This design comes from an exercise in tuning for small area on the open sky130 flow, not from production work.
RTL that was checked went through simulation tests only; none was proved equivalent to the original.
No functional check of the RTL was part of run 4.
No activity file was given, so power comes from the tool's default toggle rates.

==> flow/design.v <==
`timescale 1 ps / 1 ps
module Packet_Symbol_Width_adapter #(
		parameter INPUT_SYMBOL_WIDTH  = 256,
		parameter OUTPUT_SYMBOL_WIDTH = 32
	) (
		input  wire        clock_clk,
		input  wire        reset_reset,
		output reg  [OUTPUT_SYMBOL_WIDTH-1:0] aso_out0_data,
		input  wire        aso_out0_ready,
		output wire        aso_out0_valid,
		output wire        aso_out0_endofpacket,
		output wire        aso_out0_startofpacket,
		input  wire [INPUT_SYMBOL_WIDTH-1:0] asi_in0_data,
		output wire        asi_in0_ready,
		input  wire        asi_in0_valid,
		input  wire        asi_in0_endofpacket,
		input  wire        asi_in0_startofpacket
	);
    localparam W = OUTPUT_SYMBOL_WIDTH;
    localparam N = INPUT_SYMBOL_WIDTH/OUTPUT_SYMBOL_WIDTH;
    reg  [3:0] phase;
    reg        last;     
    reg        first;    
    wire shift = phase[3];
    wire hold  = ~(phase[3] | (phase[1] & ~phase[0]));
    wire keep  = ~(phase[3] | phase[2]);
    wire ready = ~phase[3] & phase[0];
    wire load  = asi_in0_valid & ready & (~phase[1] | asi_in0_startofpacket);
    assign asi_in0_ready          = ready;
    assign aso_out0_valid         = phase[3] ? |phase[2:0] : ~phase[0];
    assign aso_out0_startofpacket = first & phase[3] & ~phase[2] & ~phase[1] & phase[0];
    assign aso_out0_endofpacket   = last & ~phase[3] & ~phase[0];
    wire [W-1:0] din [0:N-1];
    reg  [W-1:0] w   [0:N-1];
    genvar k;
    generate
        for (k = 0; k < N; k = k + 1) begin : g_word
            assign din[k] = asi_in0_data[INPUT_SYMBOL_WIDTH-1-k*W -: W];
            if (k == N-1) begin : g_tail
                always @(posedge clock_clk)
                    w[k] <= din[k];
            end else if (k % 2 == 0) begin : g_inv
                always @(posedge clock_clk)
                    w[k] <= ~((din[k] | {W{shift}}) & (w[k+1] | {W{load}}));
            end else begin : g_true
                always @(posedge clock_clk)
                    w[k] <= ~((w[k+1] | {W{load}}) & ~(din[k] & {W{hold}}));
            end
        end
    endgenerate
    always @(posedge clock_clk) begin
        if (ready) begin
            first <= phase[1];
            last  <= ~phase[1] & asi_in0_endofpacket;
        end
    end
    wire [3:0] phase_nx;
    assign phase_nx[3] = load | (phase[3] & ~(&phase[2:0]));
    assign phase_nx[2] = phase[3] & (phase[2] ^ (phase[1] & phase[0]));
    assign phase_nx[1] = ~load & (phase[3] ? (phase[1] ^ phase[0]) : (phase[0] ? phase[1] : last));
    assign phase_nx[0] = ~load & ~(phase[3] & phase[0]);
    always @(posedge clock_clk or posedge reset_reset) begin
        if (reset_reset) begin
            phase         <= 4'b0011;
            aso_out0_data <= 0;
        end
        else begin
            aso_out0_data <= ~((w[0] | {W{hold}}) & ~(aso_out0_data & {W{keep}}));
            phase <= phase_nx;
        end
    end
endmodule
==> flow/flow/run.sh <==
#!/bin/bash
# Standard ORFS layout, with the port buffers made from the smallest buffer
# and a clock tree of small buffers without dummy loads.
set -euo pipefail
bash standard.sh "BUFFER_PORTS_ARGS=-buffer_cell sky130_fd_sc_hd__buf_1" \
  "CTS_ARGS=-sink_clustering_enable -repair_clock_nets -dont_use_dummy_load -buf_list sky130_fd_sc_hd__clkbuf_4 -sink_clustering_size 11 -sink_clustering_max_diameter 55" \
  finish > standard.log 2>&1
==> flow/standard.sh <==
#!/bin/bash
# synth_recipe.tcl (not shown) runs the flow's synth.tcl, then flattens the netlist and writes it again
# the make line also repeats each setting of config.mk as NAME=value (left out here)
make -C /OpenROAD-flow-scripts/flow DESIGN_CONFIG=/design/flow/config.mk WORK_HOME=/design/flow/orfs CLKGATE_MAP_FILE= SYNTH_SCRIPT=/design/flow/synth_recipe.tcl "${@:-finish}"
==> flow/config.mk <==
export PLATFORM = sky130hd
export DESIGN_NAME = Packet_Symbol_Width_adapter
export DESIGN_NICKNAME = Packet_Symbol_Width_adapter
export VERILOG_FILES = /design/flow/design.v
export SDC_FILE = /design/flow/constraint.sdc
export NUM_CORES = 4
export LEC_CHECK = 0
export CAP_MARGIN = 0
export CORE_MARGIN = 2
export CORE_UTILIZATION = 80
export PLACE_DENSITY = 0.9
export SLEW_MARGIN = 0
==> flow/constraint.sdc <==
create_clock -name core_clock -period 4.0 [get_ports {clock_clk}]
set_input_delay 0.8000 -clock core_clock [delete_from_list [all_inputs] [get_ports {clock_clk}]]
set_output_delay 0.8000 -clock core_clock [all_outputs]
set_load 0.01 [all_outputs]
==> results of run 1 <==
path summary, 6_finish.rpt:
path / slack (ns) / endpoint / start
setup / recovery: 1.05 / aso_out0_valid / phase[0]$_DFF_PP1_
hold / removal: 0.07 / aso_out0_data[29]$_DFF_PP0_ / reset_reset
setup reg to reg: 1.33 / aso_out0_data[21]$_DFF_PP0_ / phase[0]$_DFF_PP1_
hold reg to reg: 0.41 / w[2][12]$_DFF_P_ / w[3][12]$_DFF_P_
max in group asynchronous: 3.19 / phase[1]$_DFF_PP1_ / reset_reset
min in group core_clock: 0.24 / w[7][4]$_DFF_P_ / asi_in0_data[4]
routing by layer:
| layer | global-route usage [%] | vias up | share of wire [%] | wire length (um) |
|---|---|---|---|---|
| met1 | 45.76 | 3405 | 32 | 8314 |
| met2 | 76.04 | 653 | 49 | 12920 |
| met4 | 39.42 | 0 | 9.1 | 2389 |
| li1 | - | 3185 | - | - |
| met5 | 0 | - | 0 | 0 |
| met3 | 12.04 | 185 | 9.9 | 2584 |
Yosys cell counts (2+ instances only):
library cell / count / area, um2
o21ai_0: 121 / 605.6
buf_6: 15 / 168.9
dfrtp_1: 34 / 850.8
dfxtp_1: 256 / 5125
nor2b_1: 3 / 18.77
nor2_1: 3 / 11.26
clkbuf_1: 39 / 146.4
o21ai_1: 7 / 35.03
dfstp_2: 2 / 52.55
edfxtp_1: 2 / 60.06
ha_1: 4 / 50.05
o22ai_1: 128 / 800.8
nand2_1: 130 / 488.0
inv_1: 6 / 22.52
area by class of cell:
cell class	instances	area [um2]
sequential	294	6092
multi-input combinational	405	2097
timing repair buffer	301	1161
fill	307	555.5
clock buffer	30	225.2
tap	136	170.2
inverter	6	22.52
logic make-up after synthesis:
kind of cell | count (synthesis)
flip-flops | 294
AO/OA/AOI/OAI | 260
AND/OR/NAND/NOR | 141
buffers and inverters | 62
adder cells (fa/ha/maj) | 4
worst reg2reg max path, stage by stage (launching register included):
cell	delay [ns]
dfstp_2	0.59
inv_1	0.14
ha_1	0.27
nor2_4	0.09
buf_4	0.94
o21ai_0	0.43
stage by stage:
step	util, %	setup WS [ns]	hold WS, ns	power, mW	instances
after global placement	92.44	1.820	0.3907	6.558	1142
final	94.62	1.045	0.06936	8.294	1172
after floorplan	-	2.050	0.3881	6.165	761
after CTS	94.62	1.045	0.03308	8.176	1172
after global routing	94.62	0.9786	0.06234	8.646	1172
after detailed placement	92.44	1.581	0.3970	6.860	1142
power breakdown:
group	leakage [nW]	switching [mW]	internal [mW]
logic	1.01	1.43	0.770
clock network	0.138	0.863	0.344
registers	2.62	0.594	4.29
flip-flops by register name, summed over array words and instances (netlist names):
| signal | flops |
|---|---|
| aso_out0_data | 32 |
| first | 1 |
| last | 1 |
| phase | 4 |
| w | 256 |
==> results.py, run 1 <==
metrics = {
    "logic_synthesis": {
        "synth_edf_count": 2,
        "synthesis.area_um2": 8524,
        "async_flop_share_pct": 12.24,
        "synth.distinct_cells": 25,
        "synth_seq_area_share_pct": 71.42,
        "synth_top_family_by_area": "compound AO/OA/AOI/OAI gates",
        "synth.area.mux_share_pct": 0,
        "synth_adder_area_share_pct": 0.5871,
        "synth_xor_xnor_area_share_pct": 0,
        "yosys.area_share.simple_pct": 6.649,
        "synth-seq-cells": 294,
        "ys.flop_type": "dfxtp_1",
        "syn_inst": 761,
        "yosys_warnings": 2,
        "synth_compound_area_share_pct": 17.25,
        "syn_nets": 1027,
        "syn_avg_cell_area_um2": 11.20,
    },
    "global_routing": {
        "grt_pass1_wl_um": 39010,
        "grt_pass1_vias": 7817,
        "grt_usage_pct": 45.11,
        "overflow": 0,
        "grt_max_degree": 147,
        "antenna_found_initial": 0,
    },
    "routing": {
        "routed_wl_um": 26210,
        "drc": 0,
        "firstDrtPassIters": 7,
        "drtIter0Drc": 852,
        "ant_nets": 0,
        "wl_per_cell_um": 22.36,
        "vias": 7428,
        "via_per_inst": 6.338,
    },
    "run": {
        "maxCapViolations": 0,
    },
    "floorplanning": {
        "start_util_pct": 82.57,
        "die_h_um": 107.2,
        "num_io_pins": 298,
        "core_um2": 10320,
        "die-area_um2": 11500,
        "rows": 37,
        "die_w_um": 107.2,
    },
    "power": {
        "power_density_nw_per_um2": 849.1,
        "power_leakage_nw": 3.766,
        "vdd_ir_drop_max_uv": 675.2,
    },
    "timing": {
        "clock.fmax_ghz": 0.3384,
        "rsz0062_at_grt": "false",
        "skew_ns": 0.01795,
        "drv_slew": 0,
        "min_period_over_period_pct": 73.87,
        "fin_setup_tns_ns": 0,
        "tightestPinTransition_ns": 1.259,
        "hold_viol_final": 0,
        "slew_headroom_pct": 16.06,
        "setup_viol_count_final": 0,
        "finalCriticalPeriod_ns": 2.955,
    },
    "setup_path": {
        "critPathCaptureType": "output port",
        "crit_family": "flip-flops",
        "critPathMaxStageDelay_ns": 0.59,
        "crit_path_cell_trace": "inv_1 > ha_1 > a31oi_1 > buf_1",
        "critPathArrivalTime_ns": 2.15,
        "worst-path-buf-inv": 2,
        "required_ns": 3.20,
        "crit_slowest_cell": "dfstp_2",
        "crit_cells": 4,
        "reg2reg_depth": 5,
        "timing.critical_path.from_type": "register",
        "crit_type": "reg2out",
        "crit_fanout": 5,
    },
    "cells_and_area": {
        "fin_area_um2": 9768,
        "diodes": 0,
        "nNetsFinal": 1304,
        "final_cell_mix": "buf_1 (296), dfxtp_1 (256), nand2_1 (130)",
        "drive_gt1_share_pct": 3.958,
        "synthToLayoutAreaGrowth_pct": 14.59,
        "final_common_cell": "buf_1",
    },
    "run_status": {
        "status": "timing/DRC/antenna clean",
    },
    "clocking": {
        "cts_resized": 0,
        "post_cts_buffers": 0,
        "clkSlewWorstSetupHoldPaths_ns": 0.11,
        "clock_sinks": 294,
        "insertion_delay_ns": 0.65,
        "cts_root_buf": "clkbuf_4",
        "cts_tree": "done",
        "hold_buffers": 0,
        "htreeDepth": 1,
        "cts_buffers": 30,
        "clk_path_buf_depth": 3,
    },
    "placed_design": {
        "placedInstanceArea_um2": 9543,
        "gp_congestion": 0.8628,
        "port_buffers": 296,
        "dp_hpwl_um": 15200,
    },
    "worst_hold_path": {
        "hold_class": "in2async",
    },
}
==> run 2: changes to the inputs <==
--- a/flow/config.mk
+++ b/flow/config.mk
@@ -5,8 +5,8 @@
 export SDC_FILE = /design/flow/constraint.sdc
 export NUM_CORES = 4
 export LEC_CHECK = 0
-export CAP_MARGIN = 0
+export CAP_MARGIN = 20
 export CORE_MARGIN = 2
-export CORE_UTILIZATION = 80
-export PLACE_DENSITY = 0.9
-export SLEW_MARGIN = 0
+export CORE_UTILIZATION = 70
+export PLACE_DENSITY = 0.8
+export SLEW_MARGIN = 20
==> run 2 against run 1 <==
Compared with the run above: critical path type unchanged; largest cell class unchanged; flip-flop and latch count did not move; critical path depth fell by 1; die area rose by 14%; sequential power fell by 2%; still clean; fmax fell by 4.2%; design area rose by 0.24%; worst hold slack improved by 0.15 ns; via count fell by 14%.
==> results.py, run 2 <==
metrics = {
    "run_status": {
        "status": "timing/DRC/antenna clean",
    },
    "timing": {
        "tightestPinTransition_ns": 1.003,
        "skew_ns": 0.03355,
        "min_period_over_period_pct": 77.10,
        "rsz0062_at_grt": "false",
        "drv_slew": 0,
        "finalCriticalPeriod_ns": 3.084,
        "fin_setup_tns_ns": 0,
        "slew_headroom_pct": 33.15,
        "hold_viol_final": 0,
        "setup_viol_count_final": 0,
        "clock.fmax_ghz": 0.3242,
    },
    "cells_and_area": {
        "multi_input_area_um2": 2102,
        "final_cell_mix": "buf_1 (296), dfxtp_1 (256), nand2_1 (130)",
        "largest_reg_flops": 256,
        "nNetsFinal": 1306,
        "fin_cells": 1186,
        "largest-register": "w",
        "register_area_um2": 6092,
        "synthToLayoutAreaGrowth_pct": 14.87,
        "final_common_cell": "buf_1",
        "nFillCells": 792,
        "reg.largest.list": "w (256), aso_out0_data (32), phase (4)",
        "drive_gt1_share_pct": 4.143,
    },
    "setup_path": {
        "timing.critical_path.from_type": "register",
        "crit_type": "reg2out",
        "required_ns": 3.20,
        "crit_family": "flip-flops",
        "r2r-start": "phase[3]$_DFF_PP0_",
        "rrSetupSlack_ns": 1.47,
        "r2r_end": "w[5][9]$_DFF_P_",
        "crit_fanout": 76,
        "crit_cells": 3,
        "critPathArrivalTime_ns": 2.28,
        "cp-startpoint": "phase[3]$_DFF_PP0_",
        "critPathCaptureType": "output port",
        "crit_slowest_cell": "dfrtp_4",
        "reg2reg_depth": 5,
        "critPathMaxStageDelay_ns": 0.97,
        "worst-path-buf-inv": 1,
        "crit_path_cell_trace": "nor2_1 > a31oi_1 > buf_1",
    },
    "logic_synthesis": {
        "synth_top_area_share_pct": 60.12,
        "async_flop_share_pct": 12.24,
        "synthTopCellsByCount": "dfxtp_1 (256), nand2_1 (130), o22ai_1 (128), o21ai_0 (121), clkbuf_1 (39)",
        "yosysMostFrequentCell": "dfxtp_1",
        "synth_seq_area_share_pct": 71.42,
        "post-synth-top-area-cell": "dfxtp_1",
        "synthesis.area_um2": 8524,
        "syn_inst": 761,
        "synth-seq-cells": 294,
        "syn_avg_cell_area_um2": 11.20,
        "syn_nets": 1027,
        "synthTopCellsByArea": "dfxtp_1 (60%), dfrtp_1 (10%), o22ai_1 (9.4%)",
        "synth_edf_count": 2,
        "synth.distinct_cells": 25,
        "yosys_warnings": 2,
        "ys.flop_type": "dfxtp_1",
    },
    "floorplanning": {
        "rows": 40,
        "die_h_um": 114.4,
        "die-area_um2": 13080,
        "num_io_pins": 298,
        "die_w_um": 114.4,
        "start_util_pct": 71.27,
        "core_um2": 11960,
    },
    "global_routing": {
        "grt_pass1_vias": 6249,
        "grt_pass1_wl_um": 28920,
        "antenna_found_initial": 1,
        "grt_max_degree": 117,
        "overflow": 0,
        "grt_usage_pct": 27.89,
    },
    "routing": {
        "ant_nets": 0,
        "vias": 6396,
        "via_per_inst": 5.393,
        "drc": 0,
        "firstDrtPassIters": 5,
        "wl_per_cell_um": 15.77,
        "drtIter0Drc": 493,
        "routed_wl_um": 18710,
    },
    "clocking": {
        "insertion_delay_ns": 0.64,
        "clkSlewWorstSetupHoldPaths_ns": 0.11,
        "clock_sinks": 294,
        "clk_path_buf_depth": 3,
        "cts_resized": 0,
        "cts_tree": "done",
        "cts_root_buf": "clkbuf_4",
        "cts_buffers": 30,
        "post_cts_buffers": 0,
        "hold_buffers": 0,
        "htreeDepth": 1,
    },
    "power": {
        "power_density_nw_per_um2": 803.6,
        "power_leakage_nw": 3.774,
        "vdd_ir_drop_max_uv": 414.1,
    },
    "placed_design": {
        "dp_hpwl_um": 13460,
        "dp_cells": 1155,
        "gp_congestion": 0.8171,
        "port_buffers": 296,
    },
    "worst_hold_path": {
        "hold_class": "in2async",
    },
    "run": {
        "maxCapViolations": 0,
    },
}
[run 2: cells by family (layout without fill, tap and decap cells)]
logic type | Yosys count | in the layout | synth area share [%]
and+or+nand+nor | 141 | 141 | 6.649
buffers and inverters | 62 | 339 | 4.095
DFF | 294 | 294 | 71.42
adders and majority gates | 4 | 4 | 0.5871
AOI/OAI and AO/OA | 260 | 260 | 17.25
other | 0 | 1 | 0
[run 2: metal layers]
metal | share of wire [%] | routed length, um | track usage [%]
met1 | 38 | 7023 | 32.42
met5 | 0 | 0 | 0
met3 | 7.5 | 1408 | 6.406
met4 | 3.0 | 563 | 10.65
met2 | 52 | 9712 | 50.20
[run 2: worst min-delay path: stages]
cell   delay, ns
buf_1       0.07
inv_1       0.04
buf_4       0.38
[run 2: stage by stage]
step	util (%)	power [mW]	hold slack [ns]	worst slack, ns	cell area [um2]
finish	81.86	7.869	0.2191	0.9158	9792
global route	81.86	8.391	0.2112	0.8011	9792
CTS	81.80	7.879	0.1985	0.9166	9784
detailed placement	79.92	6.783	0.4047	1.567	9559
global placement	79.92	6.587	0.3917	1.624	9559
floorplan	-	6.165	0.3881	2.050	8524
[run 2: final cells by class]
| class | count | area share [%] |
|---|---|---|
| Inverter | 6 | 0.2300 |
| Antenna cell | 1 | 0.02556 |
| Clock buffer | 30 | 2.300 |
| Timing Repair Buffer | 303 | 11.88 |
| Multi-Input combinational cell | 405 | 21.47 |
| Tap cell | 147 | 1.878 |
| Sequential cell | 294 | 62.22 |
[run 2: worst max path at each step]
stage	end
3_3_place_gp	w[5][20]$_DFF_P_
4_1_cts	aso_out0_valid
2_1_floorplan	aso_out0_endofpacket
3_5_place_dp	w[3][2]$_DFF_P_
6_report	aso_out0_valid
5_1_grt	aso_out0_valid
[run 2: power by group]
group	leakage, nW	total [mW]	switching, mW	internal, mW
Clock	0.138	1.15	0.802	0.344
Combinational	1.02	1.94	1.17	0.770
Sequential	2.62	4.78	0.500	4.28
Total	3.77	7.87	2.48	5.39
==> run 3: changes to the inputs <==
==> flow/flow/run.sh (replaced) <==
#!/bin/bash
# Standard ORFS layout, with the port buffers made from the smallest buffer
# and a clock tree of small buffers without dummy loads.
set -euo pipefail
bash standard.sh "BUFFER_PORTS_ARGS=-buffer_cell sky130_fd_sc_hd__buf_1" \
  "CTS_ARGS=-sink_clustering_enable -repair_clock_nets -dont_use_dummy_load -buf_list sky130_fd_sc_hd__clkbuf_4 -sink_clustering_size 12 -sink_clustering_max_diameter 45" \
  finish > standard.log 2>&1
--- a/flow/config.mk
+++ b/flow/config.mk
@@ -5,8 +5,8 @@
 export SDC_FILE = /design/flow/constraint.sdc
 export NUM_CORES = 4
 export LEC_CHECK = 0
-export CAP_MARGIN = 20
+export CAP_MARGIN = 0
 export CORE_MARGIN = 2
 export CORE_UTILIZATION = 70
 export PLACE_DENSITY = 0.8
-export SLEW_MARGIN = 20
+export SLEW_MARGIN = 0
==> run 3 against run 2 <==
Compared with the run above: still clean; setup slack lost 0.0022 ns; non-clock buffer count is the same; sequential share of layout area grew 0.080 points; critical path depth is the same; flip-flop and latch count is the same; combinational power is essentially flat; fmax is essentially flat; total power shrank 0.25%.
==> results.py, run 3 <==
metrics = {
    "clocking": {
        "hold_buffers": 0,
        "cts_resized": 0,
        "clkSlewWorstSetupHoldPaths_ns": 0.12,
        "cts_buffers": 29,
        "insertion_delay_ns": 0.64,
        "htreeDepth": 1,
        "cts_tree": "done",
        "post_cts_buffers": 0,
        "clk_path_buf_depth": 3,
        "clock_sinks": 294,
        "cts_root_buf": "clkbuf_4",
    },
    "logic_synthesis": {
        "yosys_warnings": 2,
        "yosys.area_share.simple_pct": 6.649,
        "synthTopCellsByCount": "dfxtp_1 (256), nand2_1 (130), o22ai_1 (128), o21ai_0 (121), clkbuf_1 (39)",
        "synth_adder_area_share_pct": 0.5871,
        "syn_inst": 761,
        "synthTopCellsByArea": "dfxtp_1 (60%), dfrtp_1 (10%), o22ai_1 (9.4%)",
        "async_flop_share_pct": 12.24,
        "synth_compound_area_share_pct": 17.25,
        "post-synth-top-area-cell": "dfxtp_1",
        "synth-seq-cells": 294,
        "synth_top_family_by_area": "compound AO/OA/AOI/OAI gates",
        "synthesis.area_um2": 8524,
        "synth_xor_xnor_area_share_pct": 0,
        "synth_edf_count": 2,
        "synth.distinct_cells": 25,
        "synth_top_area_share_pct": 60.12,
        "yosysMostFrequentCell": "dfxtp_1",
        "synth.area.mux_share_pct": 0,
        "synth_seq_area_share_pct": 71.42,
        "syn_avg_cell_area_um2": 11.20,
        "ys.flop_type": "dfxtp_1",
        "syn_nets": 1027,
    },
    "cells_and_area": {
        "drive_gt1_share_pct": 4.050,
        "largest_reg_flops": 256,
        "final_common_cell": "buf_1",
        "synthToLayoutAreaGrowth_pct": 14.72,
        "fin_cells": 1185,
        "final_cell_mix": "buf_1 (296), dfxtp_1 (256), nand2_1 (130)",
        "fin_area_um2": 9779,
        "reg.largest.list": "w (256), aso_out0_data (32), phase (4)",
        "nFillCells": 792,
        "final_util_pct": 81.76,
        "largest-register": "w",
        "nNetsFinal": 1305,
    },
    "setup_path": {
        "crit_fanout": 76,
        "crit_type": "reg2out",
        "rrSetupSlack_ns": 1.51,
        "r2r_end": "w[5][17]$_DFF_P_",
        "critPathCaptureType": "output port",
        "r2r-start": "phase[3]$_DFF_PP0_",
        "critPathArrivalTime_ns": 2.29,
        "cp-startpoint": "phase[3]$_DFF_PP0_",
        "reg2reg_depth": 5,
        "required_ns": 3.20,
        "timing.critical_path.from_type": "register",
    },
    "floorplanning": {
        "rows": 40,
        "die-area_um2": 13080,
        "core_um2": 11960,
        "num_io_pins": 298,
        "start_util_pct": 71.27,
        "die_w_um": 114.4,
        "die_h_um": 114.4,
    },
    "placed_design": {
        "placedInstanceArea_um2": 9559,
        "gp_congestion": 0.8171,
        "dp_hpwl_um": 13460,
        "port_buffers": 296,
        "dp_cells": 1155,
    },
    "routing": {
        "drc": 0,
        "vias": 6427,
        "via_per_inst": 5.424,
        "ant_nets": 0,
        "firstDrtPassIters": 5,
        "drtIter0Drc": 435,
        "wl_per_cell_um": 15.73,
        "routed_wl_um": 18640,
    },
    "global_routing": {
        "grt_pass1_wl_um": 28880,
        "overflow": 0,
        "antenna_found_initial": 1,
        "grt_usage_pct": 27.76,
        "grt_pass1_vias": 6219,
        "grt_max_degree": 117,
    },
    "timing": {
        "hold_viol_final": 0,
        "slew_headroom_pct": 20.52,
        "clock.fmax_ghz": 0.3240,
        "fin_setup_tns_ns": 0,
        "min_period_over_period_pct": 77.16,
        "finalCriticalPeriod_ns": 3.086,
        "skew_ns": 0.04695,
        "drv_slew": 0,
        "tightestPinTransition_ns": 1.191,
        "rsz0062_at_grt": "false",
        "setup_viol_count_final": 0,
    },
    "worst_hold_path": {
        "hold_class": "in2async",
    },
    "power": {
        "power_density_nw_per_um2": 802.6,
        "vdd_ir_drop_max_uv": 511.5,
        "power_leakage_nw": 3.769,
    },
    "run_status": {
        "status": "timing/DRC/antenna clean",
    },
    "run": {
        "maxCapViolations": 0,
    },
}
==> run 3: layout make-up <==
class	instances	area, um2	share of cell area [%]
antenna	1	2.502	0.02559
clock buffer	29	217.7	2.226
inverter	6	22.52	0.2303
multi-input combinational	405	2097	21.44
sequential	294	6092	62.30
tap	147	183.9	1.881
timing repair buffer	303	1164	11.90
==> run 3: worst max-delay path by stage <==
stage                      endpoint
6_report             aso_out0_valid
3_5_place_dp        w[3][2]$_DFF_P_
4_1_cts              aso_out0_valid
2_1_floorplan  aso_out0_endofpacket
5_1_grt              aso_out0_valid
3_3_place_gp       w[5][20]$_DFF_P_
==> run 3: worst max-delay path, cell delays in order, from the launching register on <==
cell and delay, ns:
dfrtp_4 0.96, nor2_1 0.24, a31oi_1 0.23, buf_1 0.21
==> run 3: power by group <==
| group | leakage (nW) | internal [mW] | switching, mW | total, mW |
|---|---|---|---|---|
| Combinational | 1.02 | 0.768 | 1.17 | 1.94 |
| Clock | 0.133 | 0.333 | 0.796 | 1.13 |
| Sequential | 2.62 | 4.28 | 0.500 | 4.78 |
==> run 3: per-layer routing <==
layer  vias to the layer above  track usage (%)  share of wire, %  wire length (um)
met5                         -                0                 0                 0
met4                         0            9.431               2.9               538
met3                        48            6.935               7.6              1415
met2                       275            50.04                51              9589
met1                      2913            32.35                38              7100
li1                       3191                -                 -                 -
==> run 3: stage by stage <==
stage	hold slack (ns)	total power [mW]	setup slack, ns
5_1_grt	0.2011	8.379	0.7767
2_1_floorplan	0.3881	6.165	2.050
3_5_place_dp	0.4047	6.783	1.567
6_report	0.2211	7.849	0.9137
3_3_place_gp	0.3917	6.587	1.624
4_1_cts	0.2031	7.868	0.9065
==> run 3: logic make-up after synthesis <==
kind of cell	after synthesis
DFF	294
AOI/OAI and AO/OA	260
and+or+nand+nor	141
buffers and inverters	62
adders and majority gates	4
==> run 4: changes to the inputs <==
--- a/flow/design.v
+++ b/flow/design.v
@@ -18,18 +18,19 @@
 	);
     localparam W = OUTPUT_SYMBOL_WIDTH;
     localparam N = INPUT_SYMBOL_WIDTH/OUTPUT_SYMBOL_WIDTH;
-    reg  [3:0] phase;
+    reg        sh;
+    reg  [3:0] j;
     reg        last;     
     reg        first;    
-    wire shift = phase[3];
-    wire hold  = ~(phase[3] | (phase[1] & ~phase[0]));
-    wire keep  = ~(phase[3] | phase[2]);
-    wire ready = ~phase[3] & phase[0];
-    wire load  = asi_in0_valid & ready & (~phase[1] | asi_in0_startofpacket);
+    wire shift = sh;
+    wire hold  = ~(sh | (j[2] & ~j[3]));
+    wire keep  = ~sh;
+    wire ready = ~sh & j[3];
+    wire load  = asi_in0_valid & ready & (~j[2] | asi_in0_startofpacket);
     assign asi_in0_ready          = ready;
-    assign aso_out0_valid         = phase[3] ? |phase[2:0] : ~phase[0];
-    assign aso_out0_startofpacket = first & phase[3] & ~phase[2] & ~phase[1] & phase[0];
-    assign aso_out0_endofpacket   = last & ~phase[3] & ~phase[0];
+    assign aso_out0_valid         = sh ? (j[3] | j[0]) : ~j[3];
+    assign aso_out0_startofpacket = first & sh & j[3] & ~j[2];
+    assign aso_out0_endofpacket   = last & ~sh & ~j[3];
     wire [W-1:0] din [0:N-1];
     reg  [W-1:0] w   [0:N-1];
     genvar k;
@@ -50,23 +51,31 @@
     endgenerate
     always @(posedge clock_clk) begin
         if (ready) begin
-            first <= phase[1];
-            last  <= ~phase[1] & asi_in0_endofpacket;
+            first <= j[2];
+            last  <= ~j[2] & asi_in0_endofpacket;
         end
     end
-    wire [3:0] phase_nx;
-    assign phase_nx[3] = load | (phase[3] & ~(&phase[2:0]));
-    assign phase_nx[2] = phase[3] & (phase[2] ^ (phase[1] & phase[0]));
-    assign phase_nx[1] = ~load & (phase[3] ? (phase[1] ^ phase[0]) : (phase[0] ? phase[1] : last));
-    assign phase_nx[0] = ~load & ~(phase[3] & phase[0]);
+    always @(posedge clock_clk) begin
+        j[1] <= sh & j[2];
+        j[0] <= sh & j[1];
+    end
     always @(posedge clock_clk or posedge reset_reset) begin
         if (reset_reset) begin
-            phase         <= 4'b0011;
+            sh     <= 1'b0;
+            j[3:2] <= 2'b11;
+        end
+        else begin
+            sh   <= load | (sh & (j[1] | ~j[0]));
+            j[3] <= ~(load | (sh & j[0]));
+            j[2] <= ~load & (sh ? j[3] : (j[3] ? j[2] : last));
+        end
+    end
+    always @(posedge clock_clk or posedge reset_reset) begin
+        if (reset_reset) begin
             aso_out0_data <= 0;
         end
         else begin
             aso_out0_data <= ~((w[0] | {W{hold}}) & ~(aso_out0_data & {W{keep}}));
-            phase <= phase_nx;
         end
     end
 endmodule
==> run 4 against run 3 <==
Compared with the run above: die area about the same; flip-flop and latch count up 1; cell count down 11%; non-clock buffer count up 2; critical endpoint is now aso_out0_startofpacket; largest power group unchanged; register-to-register slack better by 0.11 ns; via count down 6.4%.
==> results.py, run 4 <==
metrics = {
    "timing": {
        "clock.fmax_ghz": 0.3198,
        "skew_ns": 0.04032,
        "fin_setup_tns_ns": 0,
        "drv_slew": 0,
        "min_period_over_period_pct": 78.17,
        "setup_viol_count_final": 0,
        "slew_headroom_pct": 25.87,
        "timing.hold.ws_ns": 0.2198,
        "hold_viol_final": 0,
        "tightestPinTransition_ns": 1.110,
        "rsz0062_at_grt": "false",
        "worst_slack_ns": 0.8731,
        "finalCriticalPeriod_ns": 3.127,
    },
    "power": {
        "power_density_nw_per_um2": 828.7,
        "finalPower_mw": 8.135,
        "vdd_ir_drop_max_uv": 516.2,
        "power_leakage_nw": 3.620,
    },
    "floorplanning": {
        "rows": 40,
        "die_h_um": 114.3,
        "die_w_um": 114.3,
        "num_io_pins": 298,
        "die-area_um2": 13070,
        "core_um2": 11960,
        "start_util_pct": 71.21,
    },
    "cells_and_area": {
        "multi_input_area_um2": 2063,
        "final_cell_mix": "buf_1 (296), dfxtp_1 (258), o22ai_1 (129)",
        "nFillCells": 741,
        "final_util_pct": 82.07,
        "reg.largest.list": "w (256), aso_out0_data (32), j (4)",
        "nNetsFinal": 1172,
        "register_area_um2": 6107,
        "largest-register": "w",
        "synthToLayoutAreaGrowth_pct": 15.25,
        "largest_reg_flops": 256,
        "fin_area_um2": 9817,
        "final_common_cell": "buf_1",
        "fin_cells": 1057,
        "drive_gt1_share_pct": 4.846,
    },
    "global_routing": {
        "grt_max_degree": 83,
        "antenna_found_initial": 3,
        "grt_pass1_wl_um": 28920,
        "gr-usage-met2_pct": 46.47,
        "grt_most_used_layer": "met2",
        "grt_pass1_vias": 5975,
        "grt_usage_pct": 28.01,
        "overflow": 0,
        "grt_use_met1_pct": 34.39,
        "grtUsageMet3_pct": 6.670,
    },
    "placed_design": {
        "post-place-ws_ns": 1.557,
        "placedInstanceArea_um2": 9594,
        "gp_congestion": 0.7955,
        "dp_cells": 1026,
        "port_buffers": 296,
        "dp_hpwl_um": 13470,
    },
    "setup_path": {
        "critPathCaptureType": "output port",
        "worst-path-buf-inv": 2,
        "crit_type": "reg2out",
        "crit_path_cell_trace": "clkinv_1 > nor3_1 > buf_1",
        "crit_family": "flip-flops",
        "reg2reg_depth": 3,
        "crit_cells": 3,
        "critPathArrivalTime_ns": 2.33,
        "timing.critical_path.from_type": "register",
        "critPathMaxStageDelay_ns": 0.83,
        "required_ns": 3.20,
        "cp-startpoint": "sh$_DFF_PP0_",
        "crit_fanout": 55,
        "crit_slowest_cell": "dfrtp_4",
        "r2r-start": "sh$_DFF_PP0_",
    },
    "logic_synthesis": {
        "ys.flop_type": "dfxtp_1",
        "yosys_warnings": 2,
        "syn_nets": 892,
        "synthesis.area_um2": 8518,
        "synth_edf_count": 2,
        "synth.distinct_cells": 23,
        "syn_inst": 630,
        "syn_avg_cell_area_um2": 13.52,
        "async_flop_share_pct": 11.86,
        "yosysMostFrequentCell": "dfxtp_1",
        "synthTopCellsByArea": "dfxtp_1 (61%), o2bb2ai_1 (13%), dfrtp_1 (9.7%)",
        "post-synth-top-area-cell": "dfxtp_1",
        "synth-seq-cells": 295,
        "synth_seq_area_share_pct": 71.65,
        "synth_top_area_share_pct": 60.63,
        "synthTopCellsByCount": "dfxtp_1 (258), o22ai_1 (129), o2bb2ai_1 (128), dfrtp_1 (33)",
    },
    "clocking": {
        "cts_resized": 0,
        "cts_tree": "done",
        "cts_buffers": 29,
        "htreeDepth": 1,
        "clock_sinks": 295,
        "clkSlewWorstSetupHoldPaths_ns": 0.11,
        "hold_buffers": 0,
        "cts_root_buf": "clkbuf_4",
        "post_cts_buffers": 0,
        "clk_path_buf_depth": 3,
        "insertion_delay_ns": 0.64,
    },
    "routing": {
        "vias": 6013,
        "wl_per_cell_um": 17.83,
        "routed_wl_um": 18840,
        "drc": 0,
        "via_per_inst": 5.689,
        "drtIter0Drc": 372,
        "firstDrtPassIters": 5,
        "ant_nets": 0,
    },
    "run": {
        "maxCapViolations": 0,
    },
    "worst_hold_path": {
        "hold_class": "in2async",
    },
    "run_status": {
        "status": "timing/DRC/antenna clean",
    },
}
-- run 4: changes by cell type in the layout (fill, tap and decap cells not counted), moves of 3 or more --
cell,previous run,this run
o2bb2ai_1,0,128
buf_12,0,4
inv_1,6,2
nand2_1,130,2
a21oi_1,0,3
ha_1,4,0
o21ai_0,121,0
o21ai_1,7,0
-- run 4: kinds of logic (layout without fill, tap and decap cells) --
kind of cell / after synthesis / after routing / share of synthesized area, %
flops: 295 / 295 / 71.65
buf+inv: 59 / 337 / 4.260
other cells: 0 / 2 / 0
simple gates: 14 / 14 / 1.131
compound gates: 262 / 262 / 22.96
-- run 4: final cells by class --
class                   count  area share, %
repair buffers            305          12.52
clock buffers              29          2.218
diodes                      2        0.05098
inverters                   3         0.1147
multi-input cells         276          21.02
flip-flops and latches    295          62.21
well taps                 147          1.874
-- run 4: final timing paths --
kind / slack (ns) / to
worst max-delay path: 0.87 / aso_out0_startofpacket
worst min-delay path: 0.22 / aso_out0_data[28]$_DFF_PP0_
worst max register to register: 1.62 / w[3][5]$_DFF_P_
worst min register to register: 0.37 / aso_out0_data[29]$_DFF_PP0_
max in group asynchronous: 3.40 / j[2]$_DFF_PP1_
min in group core_clock: 0.24 / w[7][30]$_DFF_P_
-- run 4: routing by layer --
metal  wire length, um  up-vias  part of all wire (%)
met3              1412       59                   7.5
met5                 0        -                     0
met1              7307     2759                    39
li1                  -     2939                     -
met2              9205      256                    49
met4               917        0                   4.9
-- run 4: worst register-to-register path, cell delays in order (launching register included) --
cell and delay, ns:
dfrtp_4 0.74, a21oi_4 0.92, buf_4 0.48, o2bb2ai_1 0.17
-- run 4: where the power goes --
part / total, mW / internal, mW / switching, mW
sequential: 4.86 / 4.32 / 0.539
clock: 1.14 / 0.333 / 0.807
combinational: 2.14 / 0.917 / 1.22
total: 8.14 / 5.57 / 2.57
==> run 5: changes to the inputs <==
--- a/flow/design.v
+++ b/flow/design.v
@@ -19,12 +19,13 @@
     localparam W = OUTPUT_SYMBOL_WIDTH;
     localparam N = INPUT_SYMBOL_WIDTH/OUTPUT_SYMBOL_WIDTH;
     reg        sh;
+    reg        shn;      
     reg  [3:0] j;
     reg        last;     
     reg        first;    
     wire shift = sh;
+    wire keep  = shn;
     wire hold  = ~(sh | (j[2] & ~j[3]));
-    wire keep  = ~sh;
     wire ready = ~sh & j[3];
     wire load  = asi_in0_valid & ready & (~j[2] | asi_in0_startofpacket);
     assign asi_in0_ready          = ready;
@@ -42,10 +43,10 @@
                     w[k] <= din[k];
             end else if (k % 2 == 0) begin : g_inv
                 always @(posedge clock_clk)
-                    w[k] <= ~((din[k] | {W{shift}}) & (w[k+1] | {W{load}}));
+                    w[k] <= ~((din[k] | {W{shift}}) & (w[k+1] | {W{keep}}));
             end else begin : g_true
                 always @(posedge clock_clk)
-                    w[k] <= ~((w[k+1] | {W{load}}) & ~(din[k] & {W{hold}}));
+                    w[k] <= ~((w[k+1] | {W{keep}}) & ~(din[k] & {W{hold}}));
             end
         end
     endgenerate
@@ -62,10 +63,12 @@
     always @(posedge clock_clk or posedge reset_reset) begin
         if (reset_reset) begin
             sh     <= 1'b0;
+            shn    <= 1'b1;
             j[3:2] <= 2'b11;
         end
         else begin
             sh   <= load | (sh & (j[1] | ~j[0]));
+            shn  <= ~(load | (sh & (j[1] | ~j[0])));
             j[3] <= ~(load | (sh & j[0]));
             j[2] <= ~load & (sh ? j[3] : (j[3] ? j[2] : last));
         end
==> flow/flow/run.sh (replaced) <==
#!/bin/bash
# Standard ORFS layout, with the port buffers made from the smallest buffer
# and a clock tree of small buffers without dummy loads.
set -euo pipefail
bash standard.sh "BUFFER_PORTS_ARGS=-buffer_cell sky130_fd_sc_hd__buf_1" \
  "CTS_ARGS=-sink_clustering_enable -repair_clock_nets -dont_use_dummy_load -buf_list sky130_fd_sc_hd__clkbuf_4 -sink_clustering_size 11 -sink_clustering_max_diameter 45" \
  finish > standard.log 2>&1
==> run 5 against run 4 <==
Compared with the run above: still clean on timing, DRC and antenna; total power up 2.6%; via count is 1.8% higher; die area shrank 0.37%; non-clock buffer count is 4 lower; critical path type unchanged.
==> results.py, run 5 <==
metrics = {
    "cells_and_area": {
        "largest_reg_flops": 256,
        "nNetsFinal": 1199,
        "final_common_cell": "buf_1",
        "largest-register": "w",
        "final_cell_mix": "buf_1 (296), dfxtp_1 (258), o22ai_1 (128)",
        "reg.largest.list": "w (256), aso_out0_data (32), j (4)",
        "synthToLayoutAreaGrowth_pct": 15.14,
        "drive_gt1_share_pct": 4.278,
    },
    "logic_synthesis": {
        "synth_edf_count": 2,
        "synth.distinct_cells": 25,
        "ys.flop_type": "dfxtp_1",
        "yosysMostFrequentCell": "dfxtp_1",
        "synth_top_area_share_pct": 60.87,
        "syn_avg_cell_area_um2": 12.84,
        "post-synth-top-area-cell": "dfxtp_1",
        "synthTopCellsByCount": "dfxtp_1 (258), o22ai_1 (128), o2bb2ai_1 (96), dfrtp_1 (33)",
        "synthesis.area_um2": 8486,
        "synth-seq-cells": 296,
        "yosys_warnings": 2,
        "syn_nets": 923,
        "synthTopCellsByArea": "dfxtp_1 (61%), o2bb2ai_1 (9.9%), dfrtp_1 (9.7%)",
        "syn_inst": 661,
        "synth_seq_area_share_pct": 72.24,
        "async_flop_share_pct": 12.16,
    },
    "timing": {
        "setup_viol_count_final": 0,
        "slew_headroom_pct": 40.02,
        "tightestPinTransition_ns": 0.8996,
        "drv_slew": 0,
        "timing.hold.ws_ns": 0.1561,
        "min_period_over_period_pct": 71.63,
        "rsz0062_at_grt": "false",
        "clock.fmax_ghz": 0.3490,
        "skew_ns": 0.02518,
        "fin_setup_tns_ns": 0,
        "hold_viol_final": 0,
        "finalCriticalPeriod_ns": 2.865,
    },
    "routing": {
        "wl_per_cell_um": 17.18,
        "ant_nets": 0,
        "routed_wl_um": 18610,
        "vias": 6119,
        "drc": 0,
        "drtIter0Drc": 475,
        "firstDrtPassIters": 5,
        "via_per_inst": 5.650,
    },
    "clocking": {
        "insertion_delay_ns": 0.64,
        "clkSlewWorstSetupHoldPaths_ns": 0.11,
        "hold_buffers": 0,
        "cts_buffers": 30,
        "cts_tree": "done",
        "clk_path_buf_depth": 3,
        "post_cts_buffers": 0,
        "cts_root_buf": "clkbuf_4",
        "htreeDepth": 1,
        "cts_resized": 0,
        "clock_sinks": 296,
    },
    "setup_path": {
        "crit_path_cell_trace": "nor2b_1 > a21oi_1 > buf_1",
        "r2r-start": "sh$_DFF_PP0_",
        "crit_slowest_cell": "dfrtp_4",
        "critPathMaxStageDelay_ns": 0.88,
        "timing.critical_path.from_type": "register",
        "required_ns": 3.20,
        "critPathArrivalTime_ns": 2.07,
        "reg2reg_depth": 2,
        "critPathCaptureType": "output port",
        "crit_type": "reg2out",
        "cp-startpoint": "sh$_DFF_PP0_",
        "crit_fanout": 66,
    },
    "run_status": {
        "status": "timing/DRC/antenna clean",
    },
    "global_routing": {
        "antenna_found_initial": 1,
        "grt_max_degree": 129,
        "overflow": 0,
        "grt_pass1_vias": 5967,
        "grt_pass1_wl_um": 27990,
        "grt_usage_pct": 27.45,
    },
    "power": {
        "power_density_nw_per_um2": 854.6,
        "power_leakage_nw": 3.637,
        "vdd_ir_drop_max_uv": 471.4,
    },
    "floorplanning": {
        "start_util_pct": 71.24,
        "rows": 40,
        "core_um2": 11910,
        "num_io_pins": 298,
        "die_h_um": 114.1,
        "die-area_um2": 13020,
        "die_w_um": 114.1,
    },
    "worst_hold_path": {
        "hold_class": "in2async",
    },
    "placed_design": {
        "gp_congestion": 0.8034,
        "port_buffers": 296,
        "dp_hpwl_um": 13190,
    },
    "run": {
        "maxCapViolations": 0,
    },
}
run 5: cell types whose count changed after synthesis, sizes merged, moves of 2 or more:
cell / change
o21ai: +32
nand2b: +2
o2bb2ai: -32
nand2: +30
run 5: final cells by class:
class                   instances  area [um2]
diodes                          1       2.502
fillers                       743        2141
well taps                     147       183.9
multi-input cells             306        2041
inverters                       2       7.507
repair buffers                301        1174
clock buffers                  30       225.2
flip-flops and latches        296        6137
run 5: path summary, 6_finish.rpt:
| check | slack, ns | to |
|---|---|---|
| worst max-delay path | 1.13 | aso_out0_valid |
| worst min-delay path | 0.16 | aso_out0_data[25]$_DFF_PP0_ |
| worst max register to register | 1.94 | w[0][16]$_DFF_P_ |
| worst min register to register | 0.39 | w[3][13]$_DFF_P_ |
| max in group asynchronous | 3.15 | aso_out0_data[6]$_DFF_PP0_ |
| min in group core_clock | 0.24 | w[7][20]$_DFF_P_ |
run 5: power by group:
part	switching (mW)	internal, mW	leakage [nW]	total, mW
registers	0.679	4.40	2.62	5.08
clock network	0.798	0.344	0.138	1.14
logic	1.21	0.916	0.882	2.13
run 5: kinds of logic after synthesis:
logic type      after synthesis  share of synthesized area, %
buf+inv                      59                         3.804
flops                       296                         72.24
simple gates                 44                         2.271
compound gates              262                         21.69
run 5: worst max-delay path: cells and delay by family, from the launching register on:
kind	cells	cell delay (ns)
simple gates	1	0.22
compound gates	1	0.16
buf+inv	1	0.16
flops	1	0.88
run 5: through the flow:
step           instance area (um2)  std cells  worst slack (ns)  utilization (%)  power (mW)
3_3_place_gp                  9543       1052             1.849            80.12       7.086
2_1_floorplan                 8486        661             2.169                -       6.677
4_1_cts                       9768       1082             1.113            82.01       8.370
5_1_grt                       9771       1083            0.9406            82.03       8.891
6_report                      9771       1083             1.135            82.03       8.350
3_5_place_dp                  9543       1052             1.802            80.12       7.277
run 5: layer usage:
layer | part of all wire [%] | GRT usage, % | vias to the layer above
met2 | 50 | 47.98 | 248
met4 | 5.0 | 14.23 | 0
met5 | 0 | 0 | -
met3 | 7.8 | 8.205 | 60
met1 | 37 | 30.29 | 2819
li1 | - | - | 2992
==> run 6: changes to the inputs <==
==> flow/flow/run.sh (replaced) <==
#!/bin/bash
# Standard ORFS layout, with the port buffers made from the smallest buffer
# and a clock tree of small buffers without dummy loads.
set -euo pipefail
bash standard.sh "BUFFER_PORTS_ARGS=-buffer_cell sky130_fd_sc_hd__buf_1" \
  "CTS_ARGS=-sink_clustering_enable -repair_clock_nets -dont_use_dummy_load -buf_list sky130_fd_sc_hd__clkbuf_4 -sink_clustering_size 12 -sink_clustering_max_diameter 30" \
  finish > standard.log 2>&1
==> run 6 against run 5 <==
Compared with the run above: global-route usage rose by 0.27 points; core utilization rose by 0.57 points; non-clock buffer count did not move; critical path type unchanged; largest cell class unchanged; largest power group unchanged.
==> results.py, run 6 <==
metrics = {
    "run_status": {
        "status": "timing/DRC/antenna clean",
    },
    "power": {
        "internal_power_mw": 5.773,
        "p_sw_share_pct": 32.04,
        "power_leakage_nw": 3.678,
        "p_clk_share_pct": 14.9,
        "combPwrFrac_pct": 25.1,
        "vdd_ir_drop_max_uv": 495.0,
        "switchingPower_mw": 2.721,
        "pwr-share-seq_pct": 59.9,
        "power_density_nw_per_um2": 863.4,
    },
    "floorplanning": {
        "die_h_um": 114.1,
        "core_um2": 11910,
        "die_w_um": 114.1,
        "rows": 40,
        "num_io_pins": 298,
        "start_util_pct": 71.24,
        "die-area_um2": 13020,
    },
    "routing": {
        "ant_nets": 0,
        "drc": 0,
        "routed_wl_um": 18880,
        "drtIter0Drc": 403,
        "firstDrtPassIters": 4,
        "via_per_inst": 5.665,
        "met3RoutedLength_um": 1492,
        "maxUsedRoutingLayer": "met4",
        "vias": 6186,
        "wl_per_cell_um": 17.28,
        "wl_met2_um": 9534,
        "drt-met1-wl_um": 6981,
    },
    "logic_synthesis": {
        "synth-seq-cells": 296,
        "async_flop_share_pct": 12.16,
        "ys.flop_type": "dfxtp_1",
        "post-synth-top-area-cell": "dfxtp_1",
        "synthesis.area_um2": 8486,
        "synth.distinct_cells": 25,
        "synth_edf_count": 2,
        "synthTopCellsByCount": "dfxtp_1 (258), o22ai_1 (128), o2bb2ai_1 (96), dfrtp_1 (33)",
        "syn_avg_cell_area_um2": 12.84,
        "yosysMostFrequentCell": "dfxtp_1",
        "syn_inst": 661,
        "synth_top_area_share_pct": 60.87,
        "syn_nets": 923,
        "yosys_warnings": 2,
        "synth_seq_area_share_pct": 72.24,
        "synthTopCellsByArea": "dfxtp_1 (61%), o2bb2ai_1 (9.9%), dfrtp_1 (9.7%)",
    },
    "clocking": {
        "cts_root_buf": "clkbuf_4",
        "clkSlewWorstSetupHoldPaths_ns": 0.09,
        "clock_sinks": 296,
        "insertion_delay_ns": 0.58,
        "hold_buffers": 0,
        "cts_tree": "done",
        "post_cts_buffers": 0,
        "cts_buffers": 39,
        "htreeDepth": 2,
        "cts_resized": 0,
        "clk_path_buf_depth": 3,
    },
    "timing": {
        "finalCriticalPeriod_ns": 2.789,
        "setup_viol_count_final": 0,
        "tightestPinTransition_ns": 0.9116,
        "timing.hold.ws_ns": 0.2256,
        "rsz0062_at_grt": "false",
        "worst_slack_ns": 1.211,
        "clock.fmax_ghz": 0.3586,
        "slew_headroom_pct": 39.23,
        "drv_slew": 0,
        "fin_setup_tns_ns": 0,
        "hold_viol_final": 0,
        "skew_ns": 0.04121,
        "min_period_over_period_pct": 69.72,
    },
    "setup_path": {
        "rrSetupSlack_ns": 1.92,
        "critPathArrivalTime_ns": 1.99,
        "r2r_end": "w[0][16]$_DFF_P_",
        "cp-startpoint": "sh$_DFF_PP0_",
        "r2r-start": "sh$_DFF_PP0_",
        "crit_slowest_cell": "dfrtp_4",
        "crit_cells": 3,
        "cp-endpoint": "aso_out0_valid",
        "timing.critical_path.from_type": "register",
        "crit_path_cell_trace": "nor2b_1 > a21oi_1 > buf_1",
        "crit_family": "flip-flops",
        "critPathMaxStageDelay_ns": 0.88,
        "critPathCaptureType": "output port",
        "required_ns": 3.20,
        "crit_type": "reg2out",
        "crit_fanout": 66,
        "worst-path-buf-inv": 1,
        "reg2reg_depth": 2,
    },
    "cells_and_area": {
        "largest-register": "w",
        "fin_cells": 1092,
        "synthToLayoutAreaGrowth_pct": 15.94,
        "nNetsFinal": 1208,
        "multi_input_area_um2": 2041,
        "final_common_cell": "buf_1",
        "nFillCells": 736,
        "drive_gt1_share_pct": 5.191,
        "register_area_um2": 6137,
        "largest_reg_flops": 256,
        "reg.largest.list": "w (256), aso_out0_data (32), j (4)",
        "final_cell_mix": "buf_1 (296), dfxtp_1 (258), o22ai_1 (128)",
        "fin_area_um2": 9838,
    },
    "global_routing": {
        "antenna_found_initial": 1,
        "grt_pass1_vias": 6026,
        "grt_usage_pct": 27.72,
        "grt_pass1_wl_um": 28160,
        "overflow": 0,
        "grt_max_degree": 129,
    },
    "placed_design": {
        "post-place-ws_ns": 1.802,
        "gp_congestion": 0.8034,
        "port_buffers": 296,
        "dp_hpwl_um": 13190,
        "placedInstanceArea_um2": 9543,
        "dp_cells": 1052,
    },
    "run": {
        "maxCapViolations": 0,
    },
    "worst_hold_path": {
        "hold_class": "in2async",
    },
}
run 6: cell counts after synthesis:
No cell type changed its count.
run 6: worst reg2reg max path: stages (launching register included):
cell	delay, ns
dfrtp_4	0.88
buf_4	0.77
o22ai_1	0.25
run 6: logic make-up after synthesis:
group                  count (synthesis)  synth area share (%)
AND/OR/NAND/NOR                       44                 2.271
AO/OA/AOI/OAI                        262                 21.69
buffers and inverters                 59                 3.804
flip-flops                           296                 72.24
run 6: worst min path at each step:
stage / from / end / slack, ns / cells after the start
after floorplan: w[2][0]$_DFF_P_ / w[1][0]$_DFF_P_ / 0.38 / 1
after global placement: w[2][6]$_DFF_P_ / w[1][6]$_DFF_P_ / 0.39 / 1
after detailed placement: w[2][6]$_DFF_P_ / w[1][6]$_DFF_P_ / 0.39 / 1
after CTS: reset_reset / aso_out0_data[24]$_DFF_PP0_ / 0.20 / 2
after global routing: reset_reset / aso_out0_data[24]$_DFF_PP0_ / 0.23 / 2
final: reset_reset / aso_out0_data[24]$_DFF_PP0_ / 0.23 / 2
run 6: final cells by class:
type / count / area share (%)
timing repair buffer: 301 / 11.93
inverter: 2 / 0.07631
tap: 147 / 1.870
sequential: 296 / 62.38
clock buffer: 39 / 2.976
multi-input combinational: 306 / 20.74
antenna: 1 / 0.02544
run 6: power groups by stage:
stage                     Sequential [mW]  Clock (mW)  Combinational [mW]
after floorplan                      4.85           0                1.82
after global placement               5.07           0                2.02
after detailed placement             5.15           0                2.13
after CTS                            5.08        1.30                2.13
after global routing                 5.23        1.41                2.39
final                                5.09        1.27                2.13
run 6: per-layer routing:
| layer | vias to the layer above | GRT usage (%) |
|---|---|---|
| met3 | 56 | 7.994 |
| li1 | 3017 | - |
| met4 | 0 | 14.80 |
| met1 | 2831 | 30.88 |
| met2 | 282 | 48.13 |
| met5 | - | 0 |
run 6: metrics by stage:
| stage | util, % | power (mW) |
|---|---|---|
| finish | 82.59 | 8.495 |
| global route | 82.59 | 9.031 |
| CTS | 82.57 | 8.510 |
| detailed placement | 80.12 | 7.277 |
| global placement | 80.12 | 7.086 |
| floorplan | - | 6.677 |
==> run 7: changes to the inputs <==
==> flow/flow/run.sh (replaced) <==
#!/bin/bash
# Standard ORFS layout, with the port buffers made from the smallest buffer
# and a clock tree of small buffers without dummy loads.
set -euo pipefail
bash standard.sh "BUFFER_PORTS_ARGS=-buffer_cell sky130_fd_sc_hd__buf_1" \
  "CTS_ARGS=-sink_clustering_enable -repair_clock_nets -dont_use_dummy_load -buf_list sky130_fd_sc_hd__clkbuf_4 -sink_clustering_size 13 -sink_clustering_max_diameter 35" \
  finish > standard.log 2>&1
==> run 7 against run 6 <==
Compared with the run above: fmax shrank 0.36%; clock power shrank 4%; clock skew grew 0.014 ns; global-route usage grew 0.16 points; register-to-register slack gained 0.02 ns; critical path depth is the same; combinational power is essentially flat.
==> results.py, run 7 <==
metrics = {
    "timing": {
        "drv_slew": 0,
        "skew_ns": 0.05490,
        "fin_setup_tns_ns": 0,
        "rsz0062_at_grt": "false",
        "tightestPinTransition_ns": 0.8878,
        "min_period_over_period_pct": 69.97,
        "clock.fmax_ghz": 0.3573,
        "setup_viol_count_final": 0,
        "hold_viol_final": 0,
        "slew_headroom_pct": 40.81,
        "finalCriticalPeriod_ns": 2.799,
    },
    "logic_synthesis": {
        "synth_edf_count": 2,
        "yosysMostFrequentCell": "dfxtp_1",
        "synthTopCellsByCount": "dfxtp_1 (258), o22ai_1 (128), o2bb2ai_1 (96), dfrtp_1 (33)",
        "synthTopCellsByArea": "dfxtp_1 (61%), o2bb2ai_1 (9.9%), dfrtp_1 (9.7%)",
        "yosys_warnings": 2,
        "syn_nets": 923,
        "synth_top_area_share_pct": 60.87,
        "syn_avg_cell_area_um2": 12.84,
        "post-synth-top-area-cell": "dfxtp_1",
        "ys.flop_type": "dfxtp_1",
        "syn_inst": 661,
        "synth.distinct_cells": 25,
        "synth_seq_area_share_pct": 72.24,
        "synth-seq-cells": 296,
        "synthesis.area_um2": 8486,
        "async_flop_share_pct": 12.16,
    },
    "clocking": {
        "clock_sinks": 296,
        "clkSlewWorstSetupHoldPaths_ns": 0.12,
        "htreeDepth": 2,
        "insertion_delay_ns": 0.57,
        "post_cts_buffers": 0,
        "cts_resized": 0,
        "cts_buffers": 35,
        "hold_buffers": 0,
        "cts_tree": "done",
        "clk_path_buf_depth": 3,
        "cts_root_buf": "clkbuf_4",
    },
    "cells_and_area": {
        "reg.largest.list": "w (256), aso_out0_data (32), j (4)",
        "final_cell_mix": "buf_1 (296), dfxtp_1 (258), o22ai_1 (128)",
        "drive_gt1_share_pct": 4.787,
        "final_common_cell": "buf_1",
        "nFillCells": 745,
        "synthToLayoutAreaGrowth_pct": 15.59,
        "nNetsFinal": 1204,
        "fin_area_um2": 9808,
        "largest_reg_flops": 256,
        "final_util_pct": 82.34,
        "largest-register": "w",
        "fin_cells": 1088,
    },
    "routing": {
        "drc": 0,
        "drtIter0Drc": 425,
        "firstDrtPassIters": 4,
        "routed_wl_um": 18900,
        "vias": 6108,
        "wl_per_cell_um": 17.37,
        "ant_nets": 0,
        "via_per_inst": 5.614,
    },
    "floorplanning": {
        "start_util_pct": 71.24,
        "rows": 40,
        "num_io_pins": 298,
        "core_um2": 11910,
        "die_w_um": 114.1,
        "die_h_um": 114.1,
        "die-area_um2": 13020,
    },
    "setup_path": {
        "crit_slowest_cell": "dfrtp_4",
        "crit_path_cell_trace": "nor2b_1 > a21oi_1 > buf_1",
        "critPathMaxStageDelay_ns": 0.89,
        "critPathArrivalTime_ns": 2.00,
        "worst-path-buf-inv": 1,
        "required_ns": 3.20,
        "crit_fanout": 66,
        "timing.critical_path.from_type": "register",
        "crit_type": "reg2out",
        "critPathCaptureType": "output port",
        "crit_family": "flip-flops",
    },
    "power": {
        "internal_power_mw": 5.727,
        "switchingPower_mw": 2.712,
        "p_sw_share_pct": 32.14,
        "power_density_nw_per_um2": 860.3,
        "p_clk_share_pct": 14.4,
        "power_leakage_nw": 3.660,
        "vdd_ir_drop_max_uv": 487.9,
        "pwr-share-seq_pct": 60.3,
        "combPwrFrac_pct": 25.3,
    },
    "run": {
        "maxCapViolations": 0,
    },
    "global_routing": {
        "grt_max_degree": 129,
        "grt_pass1_vias": 6069,
        "antenna_found_initial": 1,
        "grt_pass1_wl_um": 28340,
        "grt_usage_pct": 27.88,
        "overflow": 0,
    },
    "placed_design": {
        "dp_hpwl_um": 13190,
        "port_buffers": 296,
        "dp_cells": 1052,
        "placedInstanceArea_um2": 9543,
        "gp_congestion": 0.8034,
    },
    "run_status": {
        "status": "timing/DRC/antenna clean",
    },
    "worst_hold_path": {
        "hold_class": "in2async",
    },
}
==> run 7: power groups by stage <==
stage	logic (mW)	clock network, mW	registers, mW
after floorplan	1.82	0	4.85
after global placement	2.02	0	5.07
after detailed placement	2.13	0	5.15
after CTS	2.14	1.24	5.08
after global routing	2.40	1.35	5.23
final	2.13	1.22	5.09
==> run 7: logic make-up after synthesis <==
| group | count (synthesis) | share of synthesized area, % |
|---|---|---|
| buf+inv | 59 | 3.804 |
| flops | 296 | 72.24 |
| simple gates | 44 | 2.271 |
| compound gates | 262 | 21.69 |
==> run 7: path summary, 6_finish.rpt <==
| path | from | to | slack, ns | cells past startpoint |
|---|---|---|---|---|
| max reg2reg | sh$_DFF_PP0_ | w[0][16]$_DFF_P_ | 1.94 | 2 |
| min | reset_reset | aso_out0_data[29]$_DFF_PP0_ | 0.24 | 2 |
| max | sh$_DFF_PP0_ | aso_out0_valid | 1.20 | 3 |
| min reg2reg | w[2][26]$_DFF_P_ | w[1][26]$_DFF_P_ | 0.39 | 1 |
| min in group core_clock | asi_in0_data[21] | w[7][21]$_DFF_P_ | 0.30 | 1 |
| max in group asynchronous | reset_reset | aso_out0_data[18]$_DFF_PP0_ | 3.07 | 3 |
==> run 7: per-layer routing <==
metal / wire length (um) / global-route usage [%] / part of all wire, %
met3: 1566 / 8.417 / 8.3
met2: 9499 / 49.01 / 50
met1: 6893 / 30.16 / 36
met5: 0 / 0 / 0
met4: 936 / 15.12 / 5.0
==> run 7: layout make-up <==
type / instances / area (um2) / area share [%]
repair buffers: 301 / 1174 / 11.97
inverters: 2 / 7.507 / 0.07654
flip-flops and latches: 296 / 6137 / 62.57
clock buffers: 35 / 262.8 / 2.679
multi-input cells: 306 / 2041 / 20.81
well taps: 147 / 183.9 / 1.875
diodes: 1 / 2.502 / 0.02551
==> run 7: metrics by stage <==
step	hold WS (ns)	setup WS, ns	total power, mW
detailed placement	0.3884	1.802	7.277
finish	0.2365	1.201	8.438
global placement	0.3863	1.849	7.086
global route	0.2443	1.030	8.975
CTS	0.2231	1.199	8.454
floorplan	0.3821	2.169	6.677
==> run 8: changes to the inputs <==
==> flow/flow/run.sh (replaced) <==
#!/bin/bash
# Standard ORFS layout, with the port buffers made from the smallest buffer
# and a clock tree of small buffers without dummy loads.
set -euo pipefail
bash standard.sh "BUFFER_PORTS_ARGS=-buffer_cell sky130_fd_sc_hd__buf_1" \
  "CTS_ARGS=-sink_clustering_enable -repair_clock_nets -dont_use_dummy_load -buf_list sky130_fd_sc_hd__clkbuf_4 -sink_clustering_size 12 -sink_clustering_max_diameter 45" \
  finish > standard.log 2>&1
--- a/flow/config.mk
+++ b/flow/config.mk
@@ -7,6 +7,6 @@
 export LEC_CHECK = 0
 export CAP_MARGIN = 0
 export CORE_MARGIN = 2
-export CORE_UTILIZATION = 70
-export PLACE_DENSITY = 0.8
+export CORE_UTILIZATION = 60
+export PLACE_DENSITY = 0.7
 export SLEW_MARGIN = 0
==> run 8 against run 7 <==
Compared with the run above: still clean on timing, DRC and antenna; sequential share of layout area about the same; total power down 1.1%; global-route usage down 4.1 points; design area about the same; die area up 16%; setup slack worse by 0.020 ns; wire length down 0.87%; core utilization down 11 points; non-clock buffer count unchanged; via count down 2.2%.
==> results.py, run 8 <==
metrics = {
    "routing": {
        "drc": 0,
        "wl_per_cell_um": 16.77,
        "via_per_inst": 5.346,
        "firstDrtPassIters": 5,
        "routed_wl_um": 18730,
        "drtIter0Drc": 420,
        "ant_nets": 0,
        "vias": 5972,
    },
    "timing": {
        "fin_setup_tns_ns": 0,
        "hold_viol_final": 0,
        "finalCriticalPeriod_ns": 2.819,
        "min_period_over_period_pct": 70.47,
        "drv_slew": 0,
        "rsz0062_at_grt": "false",
        "clock.fmax_ghz": 0.3548,
        "setup_viol_count_final": 0,
        "skew_ns": 0.08349,
        "tightestPinTransition_ns": 0.8288,
        "slew_headroom_pct": 44.62,
    },
    "clocking": {
        "clkSlewWorstSetupHoldPaths_ns": 0.12,
        "clock_sinks": 296,
        "cts_root_buf": "clkbuf_4",
        "htreeDepth": 1,
        "cts_buffers": 29,
        "hold_buffers": 0,
        "post_cts_buffers": 0,
        "cts_tree": "done",
        "clk_path_buf_depth": 3,
        "insertion_delay_ns": 0.68,
        "cts_resized": 0,
    },
    "setup_path": {
        "rrSetupSlack_ns": 1.77,
        "timing.critical_path.from_type": "register",
        "critPathMaxStageDelay_ns": 0.84,
        "crit_type": "reg2out",
        "critPathArrivalTime_ns": 2.02,
        "crit_slowest_cell": "dfrtp_4",
        "worst-path-buf-inv": 1,
        "crit_family": "flip-flops",
        "crit_path_cell_trace": "nor2b_1 > a21oi_1 > buf_1",
        "critPathCaptureType": "output port",
        "required_ns": 3.20,
        "crit_fanout": 58,
    },
    "run": {
        "maxCapViolations": 0,
    },
    "global_routing": {
        "grt_usage_pct": 23.77,
        "grt_pass1_wl_um": 27950,
        "grt_pass1_vias": 5761,
        "overflow": 0,
        "grt_max_degree": 140,
        "antenna_found_initial": 2,
    },
    "floorplanning": {
        "core_um2": 13830,
        "rows": 43,
        "die-area_um2": 15110,
        "num_io_pins": 298,
        "start_util_pct": 61.37,
        "die_h_um": 122.9,
        "die_w_um": 122.9,
    },
    "logic_synthesis": {
        "synth_seq_area_share_pct": 72.24,
        "syn_inst": 661,
        "synthTopCellsByArea": "dfxtp_1 (61%), o2bb2ai_1 (9.9%), dfrtp_1 (9.7%)",
        "synth_top_area_share_pct": 60.87,
        "synth-seq-cells": 296,
        "post-synth-top-area-cell": "dfxtp_1",
        "synth.distinct_cells": 25,
        "yosysMostFrequentCell": "dfxtp_1",
        "syn_nets": 923,
        "synth_edf_count": 2,
        "syn_avg_cell_area_um2": 12.84,
        "yosys_warnings": 2,
        "synthesis.area_um2": 8486,
        "async_flop_share_pct": 12.16,
        "ys.flop_type": "dfxtp_1",
        "synthTopCellsByCount": "dfxtp_1 (258), o22ai_1 (128), o2bb2ai_1 (96), dfrtp_1 (33)",
    },
    "cells_and_area": {
        "final_util_pct": 70.94,
        "synthToLayoutAreaGrowth_pct": 15.60,
        "final_common_cell": "buf_1",
        "reg.largest.list": "w (256), aso_out0_data (32), j (4)",
        "largest-register": "w",
        "drive_gt1_share_pct": 4.176,
        "multi_input_area_um2": 2041,
        "nNetsFinal": 1198,
        "nFillCells": 1047,
        "largest_reg_flops": 256,
        "final_cell_mix": "buf_1 (296), dfxtp_1 (258), o22ai_1 (128)",
        "fin_cells": 1117,
        "register_area_um2": 6137,
    },
    "power": {
        "vdd_ir_drop_max_uv": 388.1,
        "finalPower_mw": 8.342,
        "power_leakage_nw": 3.633,
        "power_density_nw_per_um2": 850.4,
    },
    "run_status": {
        "status": "timing/DRC/antenna clean",
    },
    "placed_design": {
        "dp_cells": 1085,
        "dp_hpwl_um": 13180,
        "port_buffers": 296,
        "gp_congestion": 0.8099,
    },
    "worst_hold_path": {
        "hold_class": "in2reg",
    },
}
==> run 8: stage by stage <==
| step | setup WS [ns] | hold slack, ns | instance area [um2] |
|---|---|---|---|
| after floorplan | 2.169 | 0.3821 | 8486 |
| after global placement | 1.870 | 0.3882 | 9584 |
| after detailed placement | 1.798 | 0.3882 | 9584 |
| after CTS | 1.131 | 0.1459 | 9802 |
| after global routing | 1.024 | 0.1395 | 9807 |
| final | 1.181 | 0.2085 | 9809 |
==> run 8: routing by layer <==
layer  wire length (um)  up-vias  global-route usage (%)
li1                   -     2997                       -
met2               8942      252                   39.40
met5                  0        -                       0
met1               7321     2677                   28.69
met3               1770       46                   7.149
met4                697        0                   10.49
==> run 8: worst paths after layout <==
check,cells past startpoint,endpoint,startpoint
worst max-delay path,3,aso_out0_valid,sh$_DFF_PP0_
worst min-delay path,1,w[7][14]$_DFF_P_,asi_in0_data[14]
worst max register to register,3,aso_out0_data[23]$_DFF_PP0_,sh$_DFF_PP0_
worst min register to register,1,w[3][29]$_DFF_P_,w[4][29]$_DFF_P_
max in group asynchronous,3,sh$_DFF_PP0_,reset_reset
min in group asynchronous,3,aso_out0_data[28]$_DFF_PP0_,reset_reset
==> run 8: logic make-up (layout without fill, tap and decap cells) <==
family                 count (synthesis)  in the layout  share of synthesized area [%]
AND/OR/NAND/NOR                       44             44                          2.271
AO/OA/AOI/OAI                        262            262                          21.69
other                                  0              3                              0
buffers and inverters                 59            332                          3.804
flip-flops                           296            296                          72.24
==> run 8: layout make-up <==
| class | count | area share [%] |
|---|---|---|
| antenna | 3 | 0.07653 |
| clock buffer | 29 | 2.219 |
| inverter | 2 | 0.07653 |
| multi-input combinational | 306 | 20.80 |
| sequential | 296 | 62.56 |
| tap | 180 | 2.296 |
| timing repair buffer | 301 | 11.96 |
==> run 8: where the power goes <==
group	internal [mW]	switching, mW	leakage [nW]
clock network	0.334	0.815	0.133
logic	0.912	1.27	0.882
registers	4.40	0.612	2.62

afterwards: timing with drivers on the ports:
The results above use ideal ports. As a check the final layouts listed here were re-extracted and re-timed, cells and wires unchanged.
Step 1: set_driving_cell puts a clkbuf_16 on clock_clk and a buf_2 on each other input, an assumption about the parent block.
Step 2, shift: input delay + t, output delay - t, t = (earliest + latest rising clock arrival at the registers) / 2. This alone moves slack from input paths to output paths.
a / b / c = ideal ports / drivers / drivers and shift; a / b = the first two.
run	shift t [ns]	slack for setup (ns)	hold slack, ns
run 1	0.677	1.045 / 1.010 / 1.334	0.069 / 0.057 / 0.412
run 2	0.660	0.916 / 0.878 / 1.466	0.219 / 0.202 / 0.395
run 3	0.651	0.914 / 0.876 / 1.511	0.221 / 0.204 / 0.356
run 4	0.657	0.873 / 0.839 / 1.496	0.220 / 0.205 / 0.365
run 5	0.666	1.135 / 1.097 / 1.763	0.156 / 0.140 / 0.394
run 6	0.591	1.211 / 1.172 / 1.763	0.226 / 0.208 / 0.372
run 7	0.583	1.201 / 1.163 / 1.746	0.237 / 0.220 / 0.389
run 8	0.667	1.181 / 1.146 / 1.774	0.209 / 0.197 / 0.384
After both steps setup and hold are still met in every run listed.
